What follows belongs to an exercise in optimizing a design on an open flow for small area, a short achievable clock period and few clock cycles; a production flow would make more cautious choices.
RTL that was checked went through simulation tests only; none was proved equivalent to the original.

Setup of run A:
## dividor_rtl
module dividor_rtl #(parameter SIZE=16)
		(
			input clk, rst, start,
			input [SIZE-1:0] a, b,
			output [SIZE-1:0] m,
			output [9:0] f,
			output done,
			output div0);
Size: roughly 1100 cells after synthesis, ~93 flip-flops, ~63 I/O pins, roughly 9100 um^2 of cells after synthesis.
Settings: LEC_CHECK=0, CAP_MARGIN=20, CORE_MARGIN=2, CORE_UTILIZATION=40, SETUP_SLACK_MARGIN=4.7, SLEW_MARGIN=20; clock period 7.5 ns.
standard.sh (not shown) runs the stock make flow with config.mk's settings and CLKGATE_MAP_FILE= SYNTH_SCRIPT=/design/flow/synth_recipe.tcl, a recipe that flattens the netlist after the stock synthesis.
==> flow/flow/run.sh <==
#!/bin/bash
# The standard layout flow, with the port buffers made from buf_2 cells
# instead of the default delay-buffer cells. Every input and output port
# still gets its own buffer.
set -e
export BUFFER_PORTS_ARGS="-buffer_cell sky130_fd_sc_hd__buf_2"
bash standard.sh > standard.log 2>&1
No stage failed in run A, and the final checks on the layout all came back clean.
Testbench counts of run A, summed over its fixed seeds: cycles 15,606.
For run B, these inputs were changed with respect to run A:
Settings: CORE_UTILIZATION now 30, was 40; SETUP_SLACK_MARGIN now 4.3, was 4.7.
==> flow/run.sh (new file) <==
#!/bin/bash
# synth_recipe.tcl (not shown) runs the flow's synth.tcl, then flattens the netlist and writes it again
# the make line also repeats each setting of config.mk as NAME=value (left out here)
make -C /OpenROAD-flow-scripts/flow DESIGN_CONFIG=/design/flow/config.mk WORK_HOME=/design/flow/orfs CLKGATE_MAP_FILE= SYNTH_SCRIPT=/design/flow/synth_recipe.tcl finish
removed: flow/flow/run.sh
removed: flow/standard.sh
## What came out
Run B: full flow OK, the timing, DRC and antenna checks passed. Run B ended up with more standard cells than run A. Final-layout worst hold slack for run B: 0.0049 ns up relative to run A. On setup slack, run A beats run B. Relative to run A, final HPWL from detailed placement increased by 300 um in run B.
[inputs] run C vs run B
Settings: swapping 30 for 40 in CORE_UTILIZATION.
- Run C completed; timing, DRC and antenna clean
- Against run B, run C reports a total placed instance area that is lower.
- Fraction of area in multi-input gates, run C and run B: larger value in run C
- As of run C, final weighted congestion in routability-driven placement had fallen by a little under 10% compared to run B.
- Changes observed in run C relative to run B: global-route usage increased by 5.5 points relative to the old numbers, average detailed-routed wire length per instance now sits higher, area added between synthesis and finish lost 2.5 points.
- Run C vs run B, aggregate routed wire length went down by 1.5%.
- Run C against run B: clock period minus final worst setup slack lost 0.024 ns; detailed-routing wirelength on met1 lost 500 um.
Setup changes, run C to run D
Settings: swapping 4.3 for 4.5 in SETUP_SLACK_MARGIN.
==> flow/flow/run.sh (new file) <==
#!/bin/bash
# The standard layout flow, with the port buffers made from buf_2 cells
# instead of the default delay-buffer cells. Every input and output port
# still gets its own buffer.
set -e
export BUFFER_PORTS_ARGS="-buffer_cell sky130_fd_sc_hd__buf_2"
bash standard.sh > standard.log 2>&1
==> flow/standard.sh (new file) <==
#!/bin/bash
# synth_recipe.tcl (not shown) runs the flow's synth.tcl, then flattens the netlist and writes it again
# the make line also repeats each setting of config.mk as NAME=value (left out here)
make -C /OpenROAD-flow-scripts/flow DESIGN_CONFIG=/design/flow/config.mk WORK_HOME=/design/flow/orfs CLKGATE_MAP_FILE= SYNTH_SCRIPT=/design/flow/synth_recipe.tcl "${@:-finish}"
removed: flow/run.sh
--- outcome ---
Run comparison: run C source of the critical timing path p[10]; run D source of the critical timing path p[0]
Re setup slack: run C was lower than run D.
Post-CTS setup-driven buffer insertion count was lower in the run labelled run C.
Going from run C to run D, die area now sits at about the same level, multi-input logic portion of the cell area now sits higher.

* * *

dividor_rtl, a different RTL version from the one above (not shown whole).
For scale: ~1100 cells after synthesis.
==> flow/config.mk <==
export PLATFORM = sky130hd
export DESIGN_NAME = dividor_rtl
export DESIGN_NICKNAME = dividor_rtl
export VERILOG_FILES = /design/flow/design.v
export SDC_FILE = /design/flow/constraint.sdc
export NUM_CORES = 4
export LEC_CHECK = 0
export CAP_MARGIN = 20
export CORE_MARGIN = 2
export CORE_UTILIZATION = 40
export SETUP_SLACK_MARGIN = 4.0
export SLEW_MARGIN = 20
==> flow/constraint.sdc <==
create_clock -name core_clock -period 7.5 [get_ports {clk}]
set_input_delay 1.5000 -clock core_clock [delete_from_list [all_inputs] [get_ports {clk}]]
set_output_delay 1.5000 -clock core_clock [all_outputs]
set_load 0.01 [all_outputs]
run.sh (not shown) runs the stock make flow with config.mk's settings and CLKGATE_MAP_FILE= SYNTH_SCRIPT=/design/flow/synth_recipe.tcl, a recipe that flattens the netlist after the stock synthesis.
Stock flow here: none of the scripts above is used.
The first run finished clean.
Testbench counts at the start, summed over its fixed seeds: cycles 15,606.
Edit:
Settings changed: CORE_UTILIZATION 40 to 60.
Count of clock-buffer cells in the layout does not change.
Register-to-register slack is worse by 0.07 ns.
Edit:
Settings changed: CORE_UTILIZATION 60 to 40, SETUP_SLACK_MARGIN 4.0 to 5.0.
=> Area after synthesis does not change. Final area went up by 21%. Critical path depth does not change. Utilization went down by 13 points. Worst setup slack improves by 0.40 ns.
Edit:
Settings changed: SETUP_SLACK_MARGIN 5.0 to 4.6.
Wire length is lower by about 4%. Synthesized area does not change. Design area is lower by about 4%. Cell count is lower by about 3%. Via count is lower by 1.7%. Die area is unchanged.

* * *

dividor_rtl with an RTL version that a note above also has.
Size in the first run: ~93 flip-flops, ~63 I/O pins, ~9100 sq um of cells after synthesis.
make LEC_CHECK=0 CAP_MARGIN=20 CORE_MARGIN=2 CORE_UTILIZATION=40 SETUP_SLACK_MARGIN=4.45 SLEW_MARGIN=20 finish   # period 7.5 ns
Testbench counts at the start, summed over its fixed seeds: cycles 15,606.
Rerun with:
SETUP_SLACK_MARGIN = 4.2   (was 4.45)
After rerunning:
- die area does not change
- sequential share of layout area increases by 0.91 points
- critical path depth falls by 1
- final cell count came out lower by 2.4%
- area after synthesis does not change
- first-iteration DRC count shrinks by 1.5%
- clock-buffer cell count is unchanged
Rerun with:
==> flow/flow/run.sh (new file) <==
#!/bin/bash
# The standard layout flow, with the port buffers made from buf_2 cells
# instead of the default delay-buffer cells. Every input and output port
# still gets its own buffer.
set -e
export BUFFER_PORTS_ARGS="-buffer_cell sky130_fd_sc_hd__buf_2"
bash standard.sh > standard.log 2>&1
==> flow/standard.sh (new file) <==
#!/bin/bash
# synth_recipe.tcl (not shown) runs the flow's synth.tcl, then flattens the netlist and writes it again
# the make line also repeats each setting of config.mk as NAME=value (left out here)
make -C /OpenROAD-flow-scripts/flow DESIGN_CONFIG=/design/flow/config.mk WORK_HOME=/design/flow/orfs CLKGATE_MAP_FILE= SYNTH_SCRIPT=/design/flow/synth_recipe.tcl "${@:-finish}"
SETUP_SLACK_MARGIN = 4.3   (was 4.2)
removed: flow/run.sh
Effect: The changed run ran to the end with no violations. Synthesized cell count stays the same. Flip-flop and latch count is unchanged. Utilization is lower by 0.80 points. First-iteration DRC count is lower by roughly a tenth. Final area is lower slightly. Critical path depth came out higher by 2. Via count fell slightly.

* * *

Setup of run 1:
dividor_rtl, a different RTL version from the one above (not shown whole).
Size: about 1100 cells after synthesis, ~93 flip-flops, about 63 I/O pins, about 9200 µm² of cells after synthesis.
export LEC_CHECK = 0
export CAP_MARGIN = 20
export CORE_MARGIN = 2
export CORE_UTILIZATION = 40
export SETUP_SLACK_MARGIN = 4.3
export SLEW_MARGIN = 20
create_clock -name core_clock -period 7.5 [get_ports {clk}]
standard.sh (not shown) runs the stock make flow with config.mk's settings and CLKGATE_MAP_FILE= SYNTH_SCRIPT=/design/flow/synth_recipe.tcl, a recipe that flattens the netlist after the stock synthesis.
==> flow/flow/run.sh <==
#!/bin/bash
# The standard layout flow, with two changes:
#  - the port buffers are buf_2 cells instead of the default delay-buffer
#    cells (every input and output port still gets its own buffer);
#  - synthesis and floorplan run without the extra setup margin, so that
#    gates are sized for timing only once placement gives wire estimates.
set -e
export BUFFER_PORTS_ARGS="-buffer_cell sky130_fd_sc_hd__buf_2"
sed 's/SETUP_SLACK_MARGIN=[0-9.]*/SETUP_SLACK_MARGIN=0/' standard.sh > standard_nomargin.sh
bash standard_nomargin.sh floorplan > standard_floorplan.log 2>&1
bash standard.sh > standard.log 2>&1
Testbench counts of run 1, summed over its fixed seeds: cycles 15,606.
Inputs modified between run 1 and run 2:
==> flow/run.sh (new file) <==
#!/bin/bash
# synth_recipe.tcl (not shown) runs the flow's synth.tcl, then flattens the netlist and writes it again
# the make line also repeats each setting of config.mk as NAME=value (left out here)
make -C /OpenROAD-flow-scripts/flow DESIGN_CONFIG=/design/flow/config.mk WORK_HOME=/design/flow/orfs CLKGATE_MAP_FILE= SYNTH_SCRIPT=/design/flow/synth_recipe.tcl finish
removed: flow/flow/run.sh
removed: flow/standard.sh
[summary]
On count of placed standard cells in the final layout, fillers left out, run 2 tracks run 1 almost exactly.
From run 1 to run 2 the numbers moved as follows: post-route clock period utilization moved up, worst hold slack picked up an extra 0.0031 ns.
[compare] base=run 1 new=run 2: final area increased by 430 µm² relative to the old numbers, proportion of cell area occupied by multi-input gates lower, cell area reported after detailed placement grew by 3.1%, placeable core area about even, wire length of the first global-routing pass moved up.
Diff run 1 -> run 2 | number of buffers outside the clock class in the layout | up by a few percent
Input-level comparison between run 3 and run 2:
==> flow/flow/run.sh (new file) <==
#!/bin/bash
# The standard layout flow, with the port buffers made from buf_2 cells
# instead of the default delay-buffer cells. Every input and output port
# still gets its own buffer.
set -e
export BUFFER_PORTS_ARGS="-buffer_cell sky130_fd_sc_hd__buf_2"
bash standard.sh > standard.log 2>&1
==> flow/standard.sh (new file) <==
#!/bin/bash
# synth_recipe.tcl (not shown) runs the flow's synth.tcl, then flattens the netlist and writes it again
# the make line also repeats each setting of config.mk as NAME=value (left out here)
make -C /OpenROAD-flow-scripts/flow DESIGN_CONFIG=/design/flow/config.mk WORK_HOME=/design/flow/orfs CLKGATE_MAP_FILE= SYNTH_SCRIPT=/design/flow/synth_recipe.tcl "${@:-finish}"
diff --git a/flow/config.mk b/flow/config.mk
--- a/flow/config.mk
+++ b/flow/config.mk
@@ -9,4 +9,4 @@
 export CORE_MARGIN = 2
 export CORE_UTILIZATION = 40
-export SETUP_SLACK_MARGIN = 4.3
+export SETUP_SLACK_MARGIN = 4.4
 export SLEW_MARGIN = 20
removed: flow/run.sh
[summary]
Total number of cells along the worst setup path for run 3: 6 down relative to run 2
The count of buffering cells on the critical path with inverters included in run 3 was higher than what run 2 gave.
Of run 3 and run 2, the run reporting the higher area growth from synthesis to final layout was run 2.
Relative to run 3, the following input files were edited for run 4:
==> flow/flow/run.sh <==
#!/bin/bash
# The standard layout flow, with the port buffers made from buf_4 cells
# instead of the default delay-buffer cells. Every input and output port
# still gets its own buffer.
set -e
export BUFFER_PORTS_ARGS="-buffer_cell sky130_fd_sc_hd__buf_4"
bash standard.sh > standard.log 2>&1
diff --git a/flow/config.mk b/flow/config.mk
--- a/flow/config.mk
+++ b/flow/config.mk
@@ -9,4 +9,4 @@
 export CORE_MARGIN = 2
 export CORE_UTILIZATION = 40
-export SETUP_SLACK_MARGIN = 4.4
+export SETUP_SLACK_MARGIN = 4.3
 export SLEW_MARGIN = 20
### Flow results
Per the comparison of run 4 with run 3, number of non-clock buffers in the layout went down, via count rose about 0.4%.
Final worst-path cycle share: run 3 and run 4 compared, lower one is run 3

* * *

dividor_rtl, a different RTL version from the one above (not shown whole).
Size: ~1600 cells after synthesis, roughly 63 I/O pins.
==> flow/config.mk <==
export PLATFORM = sky130hd
export DESIGN_NAME = dividor_rtl
export DESIGN_NICKNAME = dividor_rtl
export VERILOG_FILES = /design/flow/design.v
export SDC_FILE = /design/flow/constraint.sdc
export NUM_CORES = 4
export LEC_CHECK = 0
export ABC_AREA = 1
export CAP_MARGIN = 20
export CORE_MARGIN = 2
export CORE_UTILIZATION = 40
export SETUP_SLACK_MARGIN = 4.0
export SLEW_MARGIN = 20
==> flow/constraint.sdc <==
create_clock -name core_clock -period 7.5 [get_ports {clk}]
set_input_delay 1.5000 -clock core_clock [delete_from_list [all_inputs] [get_ports {clk}]]
set_output_delay 1.5000 -clock core_clock [all_outputs]
set_load 0.01 [all_outputs]
run.sh (not shown) runs the stock make flow with config.mk's settings and CLKGATE_MAP_FILE= SYNTH_SCRIPT=/design/flow/synth_recipe.tcl, a recipe that flattens the netlist after the stock synthesis.
Stock flow here: none of the scripts above is used.
Edit:
--- a/flow/config.mk
+++ b/flow/config.mk
@@ -8 +7,0 @@
-export ABC_AREA = 1
The changed run ran to the end with no violations.
Global-route usage came out lower by 1.7 points.
Sequential cell count does not change.
Die area came out lower by 7.0%.
Routed wire length came out lower by 12%.
Worst hold slack is better by 0.022 ns.
No run of this note included a check of the RTL's function; only the layout flow was run.

* * *

== oak ==
dividor_rtl with an RTL version that a note above also has.
Size: roughly 1100 cells after synthesis, roughly 93 flip-flops, roughly 63 I/O pins, roughly 0.0092 sq mm of cells after synthesis.
==> flow/config.mk <==
export PLATFORM = sky130hd
export DESIGN_NAME = dividor_rtl
export DESIGN_NICKNAME = dividor_rtl
export VERILOG_FILES = /design/flow/design.v
export SDC_FILE = /design/flow/constraint.sdc
export NUM_CORES = 4
export LEC_CHECK = 0
export CAP_MARGIN = 20
export CORE_MARGIN = 2
export CORE_UTILIZATION = 40
export SETUP_SLACK_MARGIN = 4.3
export SLEW_MARGIN = 20
==> flow/constraint.sdc <==
create_clock -name core_clock -period 7.5 [get_ports {clk}]
set_input_delay 1.5000 -clock core_clock [delete_from_list [all_inputs] [get_ports {clk}]]
set_output_delay 1.5000 -clock core_clock [all_outputs]
set_load 0.01 [all_outputs]
standard.sh (not shown) runs the stock make flow with config.mk's settings and CLKGATE_MAP_FILE= SYNTH_SCRIPT=/design/flow/synth_recipe.tcl, a recipe that flattens the netlist after the stock synthesis.
==> flow/flow/run.sh <==
#!/bin/bash
# The standard layout flow, with the port buffers made from buf_2 cells
# instead of the default delay-buffer cells. Every input and output port
# still gets its own buffer.
set -e
export BUFFER_PORTS_ARGS="-buffer_cell sky130_fd_sc_hd__buf_2"
bash standard.sh > standard.log 2>&1
The flow did not stop early for oak: all stages ran, and the layout cleared the timing, DRC and antenna checks.
Testbench counts of oak, summed over its fixed seeds: cycles 15,606.
#### Input delta (pine over oak)
Settings: a change of CORE_UTILIZATION from 40 to 45.
[summary]
The final layout from pine, which completed every stage, passed the timing, DRC and antenna checks at the end of the flow. Summary of pine over oak: sequential portion of the cell area -0.38 points; routed length on met1 dropped about 3%; final critical-path share of the clock period went up. pine vs. oak: final standard cell area without fillers +2.2%, detailed-route via count -0.61%, global-route wire length before repair -about 2.6%, global-route usage +2.2 points. Between pine and oak, the difference in largest clock skew in the final design is negligible.

* * *

== branch ember ==
Another version of the RTL of dividor_rtl (not shown whole).
Settings: LEC_CHECK=0, CAP_MARGIN=20, CORE_MARGIN=2, CORE_UTILIZATION=40, SETUP_SLACK_MARGIN=4.4, SLEW_MARGIN=20; clock period 7.5 ns.
run.sh (not shown) runs the stock make flow with config.mk's settings and CLKGATE_MAP_FILE= SYNTH_SCRIPT=/design/flow/synth_recipe.tcl, a recipe that flattens the netlist after the stock synthesis.
Stock flow here: none of the scripts above is used.
Here is what was changed in the inputs of branch zinc compared with branch ember.
# branch ember
export LEC_CHECK = 0
export CAP_MARGIN = 20
export CORE_MARGIN = 2
export CORE_UTILIZATION = 40
export SETUP_SLACK_MARGIN = 4.4
export SLEW_MARGIN = 20
create_clock -name core_clock -period 7.5 [get_ports {clk}]
# branch zinc
export LEC_CHECK = 0
export CAP_MARGIN = 20
export CORE_MARGIN = 2
export CORE_UTILIZATION = 40
export SETUP_SLACK_MARGIN = 4.3
export SLEW_MARGIN = 20
create_clock -name core_clock -period 7.5 [get_ports {clk}]
==> comparison <==
- branch zinc finished every step from synthesis to the final layout, and the layout passed the timing, DRC and antenna checks.
- As far as count of final max-slew check failures goes, branch ember and branch zinc are indistinguishable; the numbers are identical.
- | final worst slack | branch zinc vs branch ember | better |
- | design area | branch zinc vs branch ember | better |
- Fraction of final layout cells with drive strength greater than 1 delta for branch zinc relative to branch ember: 1.4 points lower
- Data-path buffer share of cell area in the final layout for branch zinc is lower than for branch ember.
- Detail-routed net length per standard cell ends up lower on branch zinc.
No run of this note included a check of the RTL's function; only the layout flow was run.

-- what the ideal ports hide --
The results above use ideal ports. As a check the final layouts listed here were re-extracted and re-timed, cells and wires unchanged.
Step 1, drivers: a clkbuf_16 drives clk and a buf_2 each remaining input, both assumed.
Step 2 times the ports against the registers' clock, not the clock port: input delays grow and output delays shrink by t, the midpoint of the rising clock arrivals with the driver on.
Three values: no drivers, after step 1, after step 2; two values: the first two.
| run | t, ns | setup slack, ns | worst setup path at the end | worst slew at a driven data input, ns | pins driven straight from the clock port |
|---|---|---|---|---|---|
| run A | 0.406 | 4.416 / 4.416 / 4.416 | register to register | 0.03 | 1 |
| run B | 0.404 | 4.321 / 4.321 / 4.242 | input to register | 0.03 | 1 |
| run C | 0.403 | 4.345 / 4.335 / 4.264 | input to register | 0.03 | 1 |
| run D | 0.404 | 4.488 / 4.488 / 4.488 | register to register | 0.03 | 1 |
| the first run of note 2 | 0.408 | 4.092 / 4.046 / 4.157 | register to register | 0.04 | 1 |
| the second run of note 2 | 0.406 | 4.087 / 4.087 / 4.087 | register to register | 0.04 | 1 |
| the third run of note 2 | 0.403 | 4.488 / 4.486 / 4.488 | register to register | 0.04 | 1 |
| the fourth run of note 2 | 0.407 | 4.503 / 4.456 / 4.322 | input to register | 0.04 | 1 |
| the first run of note 3 | 0.404 | 4.463 / 4.426 / 4.311 | input to register | 0.04 | 1 |
| the second run of note 3 | 0.402 | 4.249 / 4.249 / 4.249 | register to register | 0.03 | 1 |
| the third run of note 3 | 0.400 | 4.358 / 4.355 / 4.358 | register to register | 0.03 | 1 |
| run 1 | 0.397 | 4.439 / 4.394 / 4.443 | register to register | 0.03 | 1 |
| run 2 | 0.405 | 4.339 / 4.322 / 4.131 | input to register | 0.04 | 1 |
| run 3 | 0.396 | 4.428 / 4.379 / 4.473 | register to register | 0.03 | 1 |
| run 4 | 0.399 | 4.378 / 4.370 / 4.378 | register to register | 0.05 | 1 |
| the first run of note 5 | 0.396 | 4.090 / 4.041 / 3.816 | input to register | 0.03 | 1 |
| the second run of note 5 | 0.403 | 4.036 / 3.988 / 3.717 | input to register | 0.04 | 1 |
| oak | 0.397 | 4.439 / 4.394 / 4.443 | register to register | 0.03 | 1 |
| pine | 0.398 | 4.110 / 4.110 / 4.110 | register to register | 0.03 | 1 |
| branch ember | 0.399 | 4.319 / 4.319 / 4.259 | input to register | 0.04 | 1 |
| branch zinc | 0.401 | 4.344 / 4.328 / 4.239 | input to register | 0.04 | 1 |
After both steps every run listed still meets setup and hold. For the second run of note 5, which loses most, drivers alone change the setup slack by -0.048 ns; drivers and shift together by -0.319 ns.
